From an optimization exercise on the open Yosys and OpenROAD flow, aimed at small area, a short achievable clock period and few clock cycles; shortcuts taken in it are not production practice.
The RTL was checked by simulation tests, not by an equivalence proof against the original design.
Power and IR drop assume default switching activity.

the previous run:
## processing_element_avalon_interface
module processing_element_avalon_interface (
    input csi_clockreset_clk,
    input csi_clockreset_reset_n,
    input [7:0] avs_s1_address,
    input avs_s1_read,
    input avs_s1_write,
    input [31:0] avs_s1_writedata,
    output reg [31:0] avs_s1_readdata
);
clock: 12.5 ns
lec_check: 0
cap_margin: 20
core_margin: 2
core_utilization: 40
cts_buf_list: sky130_fd_sc_hd__clkbuf_8
cts_cluster_size: 10
slew_margin: 20
synth_hierarchical: 1
synth_minimum_keep_size: 0
standard.sh (not shown) runs the stock make flow with config.mk's settings and CLKGATE_MAP_FILE= SYNTH_SCRIPT=/design/flow/synth_recipe.tcl, a recipe that flattens the netlist after the stock synthesis.
==> flow/flow/run.sh <==
#!/bin/bash
# Standard ORFS layout, with repair_timing asked to leave extra setup slack so
# that the fixed input/output paths are built fast, and a clock tree of
# clkbuf_8 leaves without dummy loads. The SDC is the standard flow's own.
set -euo pipefail
bash standard.sh SETUP_SLACK_MARGIN=7 MATCH_CELL_FOOTPRINT=0 \
  "BUFFER_PORTS_ARGS=-buffer_cell sky130_fd_sc_hd__buf_2" \
  "CTS_ARGS=-sink_clustering_enable -repair_clock_nets -sink_clustering_size 20 -sink_clustering_max_diameter 80 -buf_list sky130_fd_sc_hd__clkbuf_8 -dont_use_dummy_load" \
  finish > standard_flow.log 2>&1
The previous run did not stop at any stage, and its layout met the timing, design-rule and antenna checks.
Testbench counts of the previous run, summed over its fixed seeds: cycles 36,800.
Input-level comparison between the current run and the previous run:
diff --git a/flow/flow/run.sh b/flow/flow/run.sh
--- a/flow/flow/run.sh
+++ b/flow/flow/run.sh
@@ -8 +8 @@
-  "CTS_ARGS=-sink_clustering_enable -repair_clock_nets -sink_clustering_size 20 -sink_clustering_max_diameter 80 -buf_list sky130_fd_sc_hd__clkbuf_8 -dont_use_dummy_load" \
+  "CTS_ARGS=-sink_clustering_enable -repair_clock_nets -sink_clustering_size 10 -buf_list sky130_fd_sc_hd__clkbuf_8 -dont_use_dummy_load" \
==> run summary <==
All of the current run and the previous run finish clean.
Re number of enable-type register cells in the synthesized netlist: no difference whatsoever between the previous run and the current run.
~same leakage power of the design in the current run and the previous run
From the previous run to the current run, portion of the layout cell area used by non-clock buffers did not move at all.
Diff the current run..the previous run | number of antenna diodes | unchanged
The current run vs. the previous run: relative slew slack essentially unchanged, fmax essentially unchanged.

* * *

Another version of the RTL of processing_element_avalon_interface (not shown whole).
Size in the first run: about 200 flip-flops.
// processing_element_avalon_interface
module processing_element_avalon_interface (
    input csi_clockreset_clk,
    input csi_clockreset_reset_n,
    input [7:0] avs_s1_address,
    input avs_s1_read,
    input avs_s1_write,
    input [31:0] avs_s1_writedata,
    output reg [31:0] avs_s1_readdata
);
clock: 12.5 ns
lec_check: 0
cap_margin: 20
core_margin: 2
core_utilization: 40
cts_cluster_diameter: 100
cts_cluster_size: 30
slew_margin: 20
synth_hierarchical: 1
synth_minimum_keep_size: 0
==> flow/flow/run.sh <==
#!/bin/bash
# Standard ORFS layout, with repair_timing asked to leave extra setup slack so
# that the fixed input/output paths are built fast. The SDC is the standard flow's own.
set -euo pipefail
bash standard.sh SETUP_SLACK_MARGIN=7 MATCH_CELL_FOOTPRINT=0 \
  "BUFFER_PORTS_ARGS=-buffer_cell sky130_fd_sc_hd__buf_2" finish > standard_flow.log 2>&1
The starting point passed the timing, design-rule and antenna checks.
Testbench counts at the start, summed over its fixed seeds: cycles 36,800.
==> next run, changes <==
- CTS_CLUSTER_DIAMETER: 100 -> unset
- CTS_CLUSTER_SIZE: 30 -> unset
Result: The new run finished clean. Worst setup slack does not change. Sequential share of layout area is unchanged. Combinational power is about the same. Clock-buffer cell count does not change. Routed wire length stays the same. Register-to-register slack hardly moves. First-iteration DRC count does not change. Clock skew stays the same. Power does not change.
==> next run, changes <==
- CTS_BUF_LIST: unset -> sky130_fd_sc_hd__clkbuf_8
- CTS_CLUSTER_SIZE: unset -> 10
Effect:
- The changed run finished with timing, DRC and antenna clean
- sequential power is about the same
- worst setup slack is about the same
- wire length barely changes

* * *

Setup of the reference run:
processing_element_avalon_interface, a different RTL version from the one above (not shown whole).
Size: roughly 820 cells after synthesis, ~200 flip-flops, ~76 I/O pins, ~11000 um2 of cells after synthesis.
clock: 12.5 ns
lec_check: 0
cap_margin: 20
core_margin: 2
core_utilization: 40
slew_margin: 20
==> flow/flow/run.sh <==
#!/bin/bash
# Standard ORFS layout, with repair_timing asked to leave extra setup slack so
# that the fixed input/output paths are built fast. The SDC is the standard flow's own.
set -euo pipefail
bash standard.sh SETUP_SLACK_MARGIN=8 MATCH_CELL_FOOTPRINT=0 \
  "BUFFER_PORTS_ARGS=-buffer_cell sky130_fd_sc_hd__buf_2" finish > standard_flow.log 2>&1
Testbench counts of the reference run, summed over its fixed seeds: cycles 36,800.
Changes in the trial run relative to the reference run:
diff --git a/flow/flow/run.sh b/flow/flow/run.sh
--- a/flow/flow/run.sh
+++ b/flow/flow/run.sh
@@ -4,3 +4,3 @@
 set -euo pipefail
-bash standard.sh SETUP_SLACK_MARGIN=8 MATCH_CELL_FOOTPRINT=0 \
+bash standard.sh SETUP_SLACK_MARGIN=7 MATCH_CELL_FOOTPRINT=0 \
   "BUFFER_PORTS_ARGS=-buffer_cell sky130_fd_sc_hd__buf_2" finish > standard_flow.log 2>&1
### Flow results
Compared with the reference run, in the trial run wire length per cell after detailed routing saw a decrease, total power decreased by 2.4% relative to the old numbers, final hold slack increased 3.0 ps.
Summary of the trial run over the reference run: number of nets in the layout decreased 19; core utilization went down.

* * *

processing_element_avalon_interface with an RTL version that a note above also has.
Size: ~680 cells after synthesis, ~76 I/O pins, about 9700 µm² of cells after synthesis.
==> flow/config.mk <==
export PLATFORM = sky130hd
export DESIGN_NAME = processing_element_avalon_interface
export DESIGN_NICKNAME = processing_element_avalon_interface
export VERILOG_FILES = /design/flow/design.v
export SDC_FILE = /design/flow/constraint.sdc
export NUM_CORES = 4
export LEC_CHECK = 0
export CAP_MARGIN = 20
export CORE_MARGIN = 2
export CORE_UTILIZATION = 40
export CTS_BUF_LIST = sky130_fd_sc_hd__clkbuf_8
export CTS_CLUSTER_SIZE = 10
export SLEW_MARGIN = 20
export SYNTH_HIERARCHICAL = 1
export SYNTH_MINIMUM_KEEP_SIZE = 0
==> flow/constraint.sdc <==
create_clock -name core_clock -period 12.5 [get_ports {csi_clockreset_clk}]
set_input_delay 2.5000 -clock core_clock [delete_from_list [all_inputs] [get_ports {csi_clockreset_clk}]]
set_output_delay 2.5000 -clock core_clock [all_outputs]
set_load 0.01 [all_outputs]
==> flow/flow/run.sh <==
#!/bin/bash
# Standard ORFS layout, with repair_timing asked to leave extra setup slack so
# that the fixed input/output paths are built fast, and a clock tree of
# clkbuf_8 leaves without dummy loads. The SDC is the standard flow's own.
set -euo pipefail
bash standard.sh SETUP_SLACK_MARGIN=7 MATCH_CELL_FOOTPRINT=0 \
  "BUFFER_PORTS_ARGS=-buffer_cell sky130_fd_sc_hd__buf_2" \
  "CTS_ARGS=-sink_clustering_enable -repair_clock_nets -sink_clustering_size 16 -sink_clustering_max_diameter 60 -sink_clustering_levels 1 -buf_list sky130_fd_sc_hd__clkbuf_8 -dont_use_dummy_load" \
  finish > standard_flow.log 2>&1
The starting point ran to the end with no violations.
Testbench counts at the start, summed over its fixed seeds: cycles 36,800.
Edit:
--- a/flow/flow/run.sh
+++ b/flow/flow/run.sh
@@ -7,3 +7,3 @@
   "BUFFER_PORTS_ARGS=-buffer_cell sky130_fd_sc_hd__buf_2" \
-  "CTS_ARGS=-sink_clustering_enable -repair_clock_nets -sink_clustering_size 16 -sink_clustering_max_diameter 60 -sink_clustering_levels 1 -buf_list sky130_fd_sc_hd__clkbuf_8 -dont_use_dummy_load" \
+  "CTS_ARGS=-sink_clustering_enable -repair_clock_nets -sink_clustering_size 10 -buf_list sky130_fd_sc_hd__clkbuf_8 -dont_use_dummy_load" \
   finish > standard_flow.log 2>&1
Settings changed: CORE_UTILIZATION 40 to 50.
After rerunning: The new run passed the timing, design-rule and antenna checks; combinational power rises by about 3%; count of clock-buffer cells in the layout is unchanged; clock skew goes up by 0.012 ns; routed wire length is higher by 2.5%.

[separate check: timing with driven ports]
Ports are ideal in the flow. The routed layouts listed here were re-timed in OpenROAD. Step 1: set_driving_cell puts a clkbuf_16 on csi_clockreset_clk and a buf_2 on each other input, an assumption about the parent block. Step 2 times the ports against the registers' clock, not the clock port: input delays grow and output delays shrink by t, the midpoint of the rising clock arrivals with the driver on. a / b / c = ideal / step 1 / step 2; a / b = the first two.
run	shift t [ns]	setup slack, ns	slew at the worst register clock pin (ns)
the previous run	0.479	6.529 / 6.508 / 6.508	0.10 / 0.10
the current run	0.479	6.529 / 6.508 / 6.508	0.10 / 0.10
the first run of note 2	0.468	6.345 / 6.308 / 6.308	0.08 / 0.08
the second run of note 2	0.468	6.345 / 6.308 / 6.308	0.08 / 0.08
the third run of note 2	0.498	6.345 / 6.308 / 6.308	0.12 / 0.12
the reference run	0.477	6.429 / 6.396 / 6.396	0.09 / 0.09
the trial run	0.479	6.436 / 6.403 / 6.403	0.09 / 0.09
the first run of note 4	0.479	6.529 / 6.508 / 6.508	0.10 / 0.10
the second run of note 4	0.478	6.510 / 6.452 / 6.452	0.11 / 0.11
After both steps every run listed still meets setup and hold. The setup slack of the second run of note 4, which loses most, moves by -0.058 ns with the drivers and by -0.058 ns with both steps.
